This design comes from an exercise in tuning for small area, a short achievable clock period and few clock cycles per item on the open sky130 flow, not from production work.
In this exercise RTL edits were held to simulation tests only and were not proved equivalent to the original.

==> pepper: inputs <==
// ysyx_22040228multiplier
module ysyx_22040228multiplier (
    input  wire        clk,
    input  wire        rst,
    input  wire        mult_ready,
    input  wire [7:0]  inst_opcode,
    input  wire [63:0] mult_op1,
    input  wire [63:0] mult_op2,
    output wire [63:0] product_val,
    output wire        mult_finish
);
clock: 6.5 ns
lec_check: 0
cap_margin: 20
core_margin: 2
core_utilization: 40
place_density: 0.6
slew_margin: 20
run.sh (not shown) runs the stock make flow with config.mk's settings and CLKGATE_MAP_FILE= SYNTH_SCRIPT=/design/flow/synth_recipe.tcl, a recipe that flattens the netlist after the stock synthesis.
==> fjord: changes against pepper <==
--- a/flow/design.v
+++ b/flow/design.v
@@ -10,127 +10,27 @@
 );
     localparam K  = 8;                 
     localparam ND = 4;                 
     localparam G  = 9;                 
     localparam GW = 4;                 
     localparam W  = 73;                
     localparam XW = 74;                
     localparam NB = 9;                 
-    reg          busy;      
-    reg          stepping;  
-    reg          fin;
-    reg          lsb;       
-    reg          o_lo, o_w, o_hi;   
-    reg          swap_r;
-    reg [GW-1:0] cur;       
-    reg [GW-1:0] last_r;    
-    reg [3*ND-1:0] enc_r;
-    reg [64:0]   mc_r;
-    reg          xl, xm, xf;
-    reg [W-1:0]  v;
-    reg [NB-1:0] pc;
-    wire [64:0]     mc;
-    wire            swap, lowmode, c_lo, c_w, c_hi;
-    wire [GW-1:0]   nm1;
-    wire [3*ND-1:0] enc_first;
-    ysyx_22040228multiplier_prep u_prep (
-        .inst_opcode(inst_opcode), .mult_op1(mult_op1), .mult_op2(mult_op2),
-        .mc(mc), .swap(swap), .lowmode(lowmode), .nm1(nm1), .enc_first(enc_first),
-        .c_lo(c_lo), .c_w(c_w), .c_hi(c_hi));
-    wire start = mult_ready & ~busy;
-    wire is_last = lsb ? (cur == last_r) : (cur == {GW{1'b0}});
-    wire [GW-1:0] nxt = lsb ? cur + 1'b1 : cur - 1'b1;
-    wire [3*ND-1:0] enc_next;
-    ysyx_22040228multiplier_nenc u_nenc (
-        .inst_opcode(inst_opcode), .mult_op1(mult_op1), .mult_op2(mult_op2),
-        .swap(swap_r), .idx(nxt), .enc(enc_next));
-    always @(posedge clk) begin
-        if (rst) begin
-            busy     <= 1'b0;
-            stepping <= 1'b0;
-            fin      <= 1'b0;
-        end else if (start) begin
-            busy     <= 1'b1;
-            stepping <= 1'b1;
-            fin      <= 1'b0;
-        end else if (fin | ~mult_ready) begin
-            busy     <= 1'b0;
-            stepping <= 1'b0;
-            fin      <= 1'b0;
-        end else begin
-            stepping <= stepping & ~is_last;
-            fin      <= stepping & is_last;
-        end
-    end
-    always @(posedge clk) begin
-        mc_r   <= mc;
-        swap_r <= swap;
-        xl     <= ~start & lsb;
-        xm     <= ~start & ~lsb;
-        xf     <= start;
-        if (start) begin
-            o_lo   <= c_lo;
-            o_w    <= c_w;
-            o_hi   <= c_hi;
-            lsb    <= ~lowmode;
-            cur    <= lowmode ? nm1 : {GW{1'b0}};
-            last_r <= nm1;
-            enc_r  <= enc_first;
-        end else begin
-            cur    <= nxt;
-            enc_r  <= enc_next;
-        end
-    end
-    wire [W-1:0]  bs;
-    wire [NB-1:0] bco;
-    ysyx_22040228multiplier_step u_step (
-        .enc(enc_r), .mc(mc_r), .v(v), .pc(pc), .xl(xl), .xm(xm), .xf(xf),
-        .bs(bs), .bco(bco));
-    always @(posedge clk) begin
-        v  <= bs;
-        pc <= {bco[NB-2:0], 1'b0};
-    end
-    ysyx_22040228multiplier_out u_out (
-        .v(v), .pc(pc), .last(last_r), .o_lo(o_lo), .o_w(o_w), .o_hi(o_hi),
-        .product_val(product_val));
-    assign mult_finish = fin;
-endmodule
-module ysyx_22040228multiplier_prep (
-    input  wire [7:0]  inst_opcode,
-    input  wire [63:0] mult_op1,
-    input  wire [63:0] mult_op2,
-    output wire [64:0] mc,
-    output wire        swap,
-    output wire        lowmode,
-    output wire [3:0] nm1,
-    output wire [11:0] enc_first,
-    output wire        c_lo,
-    output wire        c_w,
-    output wire        c_hi
-);
-    localparam K  = 8;                 
-    localparam ND = 4;                 
-    localparam G  = 9;                 
-    localparam GW = 4;                 
-    localparam W  = 73;                
-    localparam XW = 74;                
-    localparam NB = 9;                 
-    assign c_lo = (inst_opcode == 8'b00001110);
-    assign c_w  = (inst_opcode == 8'b11100000);
-    assign c_hi = (inst_opcode == 8'b00011100) | (inst_opcode == 8'b00111000) |
-                  (inst_opcode == 8'b01110000);
-    assign lowmode = inst_opcode[7] | ~inst_opcode[4];     
-    wire pw = inst_opcode[7];                       
-    wire sa = ~inst_opcode[6] | inst_opcode[7];     
-    wire sb = ~inst_opcode[5] | inst_opcode[7];     
+    wire op_mul    = (inst_opcode == 8'b00001110);
+    wire op_mulh   = (inst_opcode == 8'b00011100);
+    wire op_mulhsu = (inst_opcode == 8'b00111000);
+    wire op_mulhu  = (inst_opcode == 8'b01110000);
+    wire op_mulw   = (inst_opcode == 8'b11100000);
+    wire pw        = inst_opcode[7];                       
+    wire lowmode   = inst_opcode[7] | ~inst_opcode[4];     
+    wire sa        = ~inst_opcode[6] | inst_opcode[7];     
+    wire sb        = ~inst_opcode[5] | inst_opcode[7];     
     wire [64:0] a65 = pw ? {{33{mult_op1[31]}}, mult_op1[31:0]} : {sa & mult_op1[63], mult_op1};
     wire [64:0] b65 = pw ? {{33{mult_op2[31]}}, mult_op2[31:0]} : {sb & mult_op2[63], mult_op2};
-    wire [XW-1:0] ax = {{(XW-66){a65[64]}}, a65, 1'b0};
-    wire [XW-1:0] bx = {{(XW-66){b65[64]}}, b65, 1'b0};
     function [G-1:0] fitv;
         input [63:0] o;
         input        w;      
         input        sg;     
         integer g, i;
         reg [G-1:0] f64, fu, f32;
         reg o64, z64, o32, z32;
         begin
@@ -151,194 +51,188 @@
             end
             fitv = w ? f32 : (sg ? f64 : fu);
         end
     endfunction
     wire [G-1:0] fits_a = fitv(mult_op1, pw, sa);
     wire [G-1:0] fits_b = fitv(mult_op2, pw, sb);
     wire [G-1:0] top_a = fits_a & ~{fits_a[G-2:0], 1'b0};
     wire [G-1:0] top_b = fits_b & ~{fits_b[G-2:0], 1'b0};
-    assign swap = |(fits_a & ~fits_b);
-    assign mc = swap ? b65 : a65;
-    function [3*ND-1:0] benc;
-        input [K:0] b;
-        integer j;
-        reg [2:0] t;
-        begin
-            for (j = 0; j < ND; j = j + 1) begin
-                t = b[2*j +: 3];
-                benc[3*j+2] = t[2];
-                benc[3*j+1] = (t[2] ^ t[1]) & ~(t[1] ^ t[0]);
-                benc[3*j]   = t[1] ^ t[0];
-            end
-        end
-    endfunction
+    wire swap = |(fits_a & ~fits_b);
+    wire [64:0] mc = swap ? b65 : a65;
+    wire [XW-1:0] ax = {{(XW-66){a65[64]}}, a65, 1'b0};
+    wire [XW-1:0] bx = {{(XW-66){b65[64]}}, b65, 1'b0};
     reg  [K:0]    ga_top, gb_top;
     reg  [GW-1:0] na_m1, nb_m1;
     integer i;
     always @(*) begin
         ga_top = {(K+1){1'b0}};
         gb_top = {(K+1){1'b0}};
         na_m1  = {GW{1'b0}};
         nb_m1  = {GW{1'b0}};
         for (i = 0; i < G; i = i + 1) begin
             ga_top = ga_top | ({(K+1){top_a[i]}} & ax[i*K +: K+1]);
             gb_top = gb_top | ({(K+1){top_b[i]}} & bx[i*K +: K+1]);
             na_m1  = na_m1 | ({GW{top_a[i]}} & i[GW-1:0]);
             nb_m1  = nb_m1 | ({GW{top_b[i]}} & i[GW-1:0]);
         end
     end
-    assign nm1 = swap ? na_m1 : nb_m1;
-    assign enc_first = swap ? (lowmode ? benc(ga_top) : benc(ax[K:0]))
-                            : (lowmode ? benc(gb_top) : benc(bx[K:0]));
-endmodule
-module ysyx_22040228multiplier_nenc (
-    input  wire [7:0]  inst_opcode,
-    input  wire [63:0] mult_op1,
-    input  wire [63:0] mult_op2,
-    input  wire        swap,
-    input  wire [3:0] idx,
-    output wire [11:0] enc
-);
-    localparam K  = 8;                 
-    localparam ND = 4;                 
-    localparam G  = 9;                 
-    localparam GW = 4;                 
-    localparam W  = 73;                
-    localparam XW = 74;                
-    localparam NB = 9;                 
-    wire pw = inst_opcode[7];                       
-    wire sa = ~inst_opcode[6] | inst_opcode[7];     
-    wire sb = ~inst_opcode[5] | inst_opcode[7];     
-    wire [64:0] a65 = pw ? {{33{mult_op1[31]}}, mult_op1[31:0]} : {sa & mult_op1[63], mult_op1};
-    wire [64:0] b65 = pw ? {{33{mult_op2[31]}}, mult_op2[31:0]} : {sb & mult_op2[63], mult_op2};
-    wire [XW-1:0] ax = {{(XW-66){a65[64]}}, a65, 1'b0};
-    wire [XW-1:0] bx = {{(XW-66){b65[64]}}, b65, 1'b0};
+    wire [GW-1:0] nm1 = swap ? na_m1 : nb_m1;
+    wire [GW-1:0] first_idx = lowmode ? nm1 : {GW{1'b0}};
+    reg swap_r;
+    wire [XW-1:0] mpx = swap_r ? ax : bx;
+    function [K:0] grp;
+        input [GW-1:0] g;
+        integer j;
+        begin
+            grp = {(K+1){1'b0}};
+            for (j = 0; j < G; j = j + 1)
+                if (g == j) grp = mpx[j*K +: K+1];
+        end
+    endfunction
     function [3*ND-1:0] benc;
         input [K:0] b;
         integer j;
         reg [2:0] t;
         begin
             for (j = 0; j < ND; j = j + 1) begin
                 t = b[2*j +: 3];
                 benc[3*j+2] = t[2];
                 benc[3*j+1] = (t[2] ^ t[1]) & ~(t[1] ^ t[0]);
                 benc[3*j]   = t[1] ^ t[0];
             end
         end
     endfunction
-    wire [XW-1:0] mpx = swap ? ax : bx;
-    reg  [K:0] g;
-    integer j;
-    always @(*) begin
-        g = {(K+1){1'b0}};
-        for (j = 0; j < G; j = j + 1)
-            if (idx == j) g = mpx[j*K +: K+1];
+    reg          busy;      
+    reg          stepping;  
+    reg          resolve;   
+    reg          fin;
+    reg          lsb;       
+    reg [GW-1:0] cur;       
+    reg [GW-1:0] last_r;    
+    reg [3*ND-1:0] enc_r;
+    reg [64:0]   mc_r;
+    reg [W-1:0]  v;
+    reg [NB-1:0] pc;
+    wire start = mult_ready & ~busy;
+    wire is_last = lsb ? (cur == last_r) : (cur == {GW{1'b0}});
+    wire [GW-1:0] nxt = lsb ? cur + 1'b1 : cur - 1'b1;
+    always @(posedge clk) begin
+        if (rst) begin
+            busy     <= 1'b0;
+            stepping <= 1'b0;
+            resolve  <= 1'b0;
+            fin      <= 1'b0;
+        end else if (start) begin
+            busy     <= 1'b1;
+            stepping <= 1'b1;
+            resolve  <= 1'b0;
+            fin      <= 1'b0;
+        end else if (fin | ~mult_ready) begin
+            busy     <= 1'b0;
+            stepping <= 1'b0;
+            resolve  <= 1'b0;
+            fin      <= 1'b0;
+        end else begin
+            stepping <= stepping & ~is_last;
+            resolve  <= 1'b0;
+            fin      <= stepping & is_last;
+        end
+    end
+    always @(posedge clk) begin
+        mc_r   <= mc;
+        swap_r <= swap;
+        if (start) begin
+            lsb    <= ~lowmode;
+            cur    <= first_idx;
+            last_r <= nm1;
+            enc_r  <= swap ? (lowmode ? benc(ga_top) : benc(ax[K:0]))
+                           : (lowmode ? benc(gb_top) : benc(bx[K:0]));
+        end else begin
+            cur    <= nxt;
+            enc_r  <= benc(grp(nxt));
+        end
     end
-    assign enc = benc(g);
-endmodule
-module ysyx_22040228multiplier_step (
-    input  wire [11:0] enc,
-    input  wire [64:0] mc,
-    input  wire [72:0] v,
-    input  wire [8:0] pc,
-    input  wire        xl,     
-    input  wire        xm,     
-    input  wire        xf,     
-    output wire [72:0] bs,
-    output wire [8:0] bco
-);
-    localparam K  = 8;                 
-    localparam ND = 4;                 
-    localparam G  = 9;                 
-    localparam GW = 4;                 
-    localparam W  = 73;                
-    localparam XW = 74;                
-    localparam NB = 9;                 
     reg  [66*ND-1:0] rows;
     reg  [ND-1:0]    ng;
     reg  [65:0]      sel;
     integer d;
     always @(*) begin
         for (d = 0; d < ND; d = d + 1) begin
-            sel = ({66{enc[3*d]}} & {mc[64], mc}) | ({66{enc[3*d+1]}} & {mc, 1'b0});
-            sel = sel ^ {66{enc[3*d+2]}};
+            sel = ({66{enc_r[3*d]}} & {mc_r[64], mc_r}) | ({66{enc_r[3*d+1]}} & {mc_r, 1'b0});
+            sel = sel ^ {66{enc_r[3*d+2]}};
             rows[66*d +: 66] = {~sel[65], sel[64:0]};
-            ng[d] = enc[3*d+2];
+            ng[d] = enc_r[3*d+2];
         end
     end
+    reg xl, xm, xf;
+    always @(posedge clk) begin
+        xl <= ~start & lsb;
+        xm <= ~start & ~lsb;
+        xf <= start;
+    end
     localparam [W-1:0] BETA = {{(W-65){1'b0}}, 1'b1, 64'd0};
     wire [W-1:0] x = ({W{xl}} & {{K{1'b0}}, v[W-1:K]}) |
                      ({W{xm}} & {v[W-1-K:0], {K{1'b0}}}) |
                      ({W{xf}} & BETA);
     wire [NB-1:0] cin = ({NB{xl}} & {1'b0, pc[NB-1:1]}) |
                         ({NB{xm}} & {pc[NB-2:0], 1'b0});
     wire e = xl & pc[0] & (&v[K-1:0]);
     wire [W-1:0] cs_s, cs_c;
     ysyx_22040228multiplier_csa u_csa (
         .r0(rows[0 +: 66]), .r1(rows[66 +: 66]), .r2(rows[132 +: 66]), .r3(rows[198 +: 66]),
         .ng(ng), .x(x), .e(e), .cin(cin), .s(cs_s), .c(cs_c));
+    wire [W-1:0]  bs;
+    wire [NB-1:0] bco;
     assign {bco[0], bs[7:0]} = {1'b0, cs_s[7:0]} + {1'b0, cs_c[7:0]};
     assign {bco[1], bs[15:8]} = {1'b0, cs_s[15:8]} + {1'b0, cs_c[15:8]};
     assign {bco[2], bs[23:16]} = {1'b0, cs_s[23:16]} + {1'b0, cs_c[23:16]};
     assign {bco[3], bs[31:24]} = {1'b0, cs_s[31:24]} + {1'b0, cs_c[31:24]};
     assign {bco[4], bs[39:32]} = {1'b0, cs_s[39:32]} + {1'b0, cs_c[39:32]};
     assign {bco[5], bs[47:40]} = {1'b0, cs_s[47:40]} + {1'b0, cs_c[47:40]};
     assign {bco[6], bs[55:48]} = {1'b0, cs_s[55:48]} + {1'b0, cs_c[55:48]};
     assign {bco[7], bs[63:56]} = {1'b0, cs_s[63:56]} + {1'b0, cs_c[63:56]};
     assign {bco[8], bs[72:64]} = {1'b0, cs_s[72:64]} + {1'b0, cs_c[72:64]};
-endmodule
-module ysyx_22040228multiplier_out (
-    input  wire [72:0] v,
-    input  wire [8:0] pc,
-    input  wire [3:0] last,
-    input  wire        o_lo,
-    input  wire        o_w,
-    input  wire        o_hi,
-    output wire [63:0] product_val
-);
-    localparam K  = 8;                 
-    localparam ND = 4;                 
-    localparam G  = 9;                 
-    localparam GW = 4;                 
-    localparam W  = 73;                
-    localparam XW = 74;                
-    localparam NB = 9;                 
     wire [W-1:0] pcx;
     assign pcx = {1'b0, 1'b0, 1'b0, 1'b0, 1'b0, 1'b0, 1'b0, 1'b0, pc[8], 1'b0, 1'b0, 1'b0, 1'b0, 1'b0, 1'b0, 1'b0, pc[7], 1'b0, 1'b0, 1'b0, 1'b0, 1'b0, 1'b0, 1'b0, pc[6], 1'b0, 1'b0, 1'b0, 1'b0, 1'b0, 1'b0, 1'b0, pc[5], 1'b0, 1'b0, 1'b0, 1'b0, 1'b0, 1'b0, 1'b0, pc[4], 1'b0, 1'b0, 1'b0, 1'b0, 1'b0, 1'b0, 1'b0, pc[3], 1'b0, 1'b0, 1'b0, 1'b0, 1'b0, 1'b0, 1'b0, pc[2], 1'b0, 1'b0, 1'b0, 1'b0, 1'b0, 1'b0, 1'b0, pc[1], 1'b0, 1'b0, 1'b0, 1'b0, 1'b0, 1'b0, 1'b0, pc[0]};
     wire [W-1:0] r;
     ysyx_22040228multiplier_add u_add (.a(v), .b(pcx), .ci(1'b0), .s(r));
     wire [W-1:0] t = {~r[W-1], r[W-2:0]};
     wire [63:0] ash0 = {{55{t[W-1]}}, t[W-1:64]};
     wire [63:0] ash1 = {{47{t[W-1]}}, t[W-1:56]};
     wire [63:0] ash2 = {{39{t[W-1]}}, t[W-1:48]};
     wire [63:0] ash3 = {{31{t[W-1]}}, t[W-1:40]};
     wire [63:0] ash4 = {{23{t[W-1]}}, t[W-1:32]};
     wire [63:0] ash5 = {{15{t[W-1]}}, t[W-1:24]};
     wire [63:0] ash6 = {{7{t[W-1]}}, t[W-1:16]};
     wire [63:0] ash7 = t[71:8];
     wire [63:0] ash8 = t[63:0];
     reg  [63:0] hi;
     always @(*) begin
-        case (last)
+        case (last_r)
             4'd0: hi = ash0;
             4'd1: hi = ash1;
             4'd2: hi = ash2;
             4'd3: hi = ash3;
             4'd4: hi = ash4;
             4'd5: hi = ash5;
             4'd6: hi = ash6;
             4'd7: hi = ash7;
             4'd8: hi = ash8;
             default: hi = ash0;
         endcase
     end
-    assign product_val = ({64{o_lo}} & r[63:0]) |
-                         ({64{o_w}}  & {{32{r[31]}}, r[31:0]}) |
-                         ({64{o_hi}} & hi);
+    always @(posedge clk) begin
+        v  <= bs;
+        pc <= {bco[NB-2:0], 1'b0};
+    end
+    assign product_val = op_mul  ? r[63:0] :
+                         op_mulw ? {{32{r[31]}}, r[31:0]} :
+                         (op_mulh | op_mulhsu | op_mulhu) ? hi : 64'd0;
+    assign mult_finish = fin;
 endmodule
 module ysyx_22040228multiplier_csa (
     input  wire [65:0] r0, r1, r2, r3,
     input  wire [3:0] ng,
     input  wire [72:0] x,
     input  wire        e,
     input  wire [8:0] cin,
     output wire [72:0] s,
Settings changed: SETUP_SLACK_MARGIN set to 1.0.
==> flow_summary.yaml <==
status:
  outcome: "finished clean"
floorplan:
  die-area_um2: 73100
  die_w_um: 270
finish:
  layout_common_cells: "inv_1, a22oi_1, xnor2_1, fa_1, nand2_1"
  final_nets: 4131
  multi_input_area_share_pct: 67.9
synthesis:
  yosys.cell_count.top_type: "inv_1"
  yosys-top-cells-area: "fa_1, dfxtp_1, a22oi_1"
  ys_ff_latch: 174
placed_design:
  pre_cts_ws_ns: 0.653
  place_area_um2: 31300
grt:
  grt_pass1_vias: 26755
  grtUsageMet2_pct: 44.7
worst_setup_path:
  crit_chain: "ha_4 -> nand2_2 -> or4_4 -> o21a_4 -> o21ai_4 -> buf_6 -> a21o_1 -> and3_2 -> xnor2_4 -> buf_4 -> o22ai_1 -> a21oi_1 -> a221oi_1 -> clkdlybuf4s50_1"
drt:
  top_layer: "met4"
sta:
  max_slew_margin_pct: 22.4
clock_network:
  cts_sinks: 174
  worstSkewPairLatency_ns: 0.49
(the above is from fjord)
==> flow_summary.yaml <==
status:
  outcome: "finished clean"
finish:
  multi_input_area_share_pct: 69.2
  layout_common_cells: "nand2_1, a22oi_1, xnor2_1, inv_1, fa_1"
  final_nets: 3992
grt:
  grtUsageMet2_pct: 52.8
sta:
  max_slew_margin_pct: 17.7
floorplan:
  die-area_um2: 70700
drt:
  top_layer: "met5"
synthesis:
  ys_ff_latch: 177
clock_network:
  worstSkewPairLatency_ns: 0.52
  cts_sinks: 177
worst_setup_path:
  crit_chain: "ha_1 -> ha_1 -> and3_1 -> a41o_1 -> a21o_2 -> o31a_1 -> a22o_1 -> nand3_1 -> fa_2 -> xnor2_1 -> buf_4 -> a22o_1 -> a221oi_1 -> o21ai_0 -> a221oi_1 -> a21oi_1 -> a21o_1 -> clkdlybuf4s50_1"
(the above is from pepper)
Testbench counts of pepper, summed over its fixed seeds: cycles 16,163, items 3,200.
Testbench counts of fjord, summed over its fixed seeds: cycles 16,163, items 3,200.

## port drivers added, routing unchanged
The results above use ideal ports. As a check the final layouts listed here were re-extracted and re-timed, cells and wires unchanged. Step 1 assumes that a clkbuf_16 drives the clock port and a buf_2 every other input. Step 2 adds t to the input delays and takes it off the output delays; t is the mean of the earliest and latest rising clock arrival at the registers after step 1. Input paths then give back, and output paths get back, about the clock's delay inside the block. Slacks: no drivers / after step 1 / after step 2; pairs: no drivers / after step 1.
run | t (ns) | setup slack, ns | worst hold slack (ns) | worst setup path after step 2 | latest minus earliest clock arrival (ns)
pepper | 0.559 | 0.202 / 0.140 / 0.699 | 0.454 / 0.454 / 0.454 | register to output | 0.036 / 0.037
fjord | 0.548 | 1.020 / 0.959 / 0.888 | 0.453 / 0.453 / 0.453 | input to register | 0.017 / 0.017
After both steps setup and hold are still met in every run listed. For fjord, which loses most, drivers alone change the setup slack by -0.061 ns; drivers and shift together by -0.132 ns.
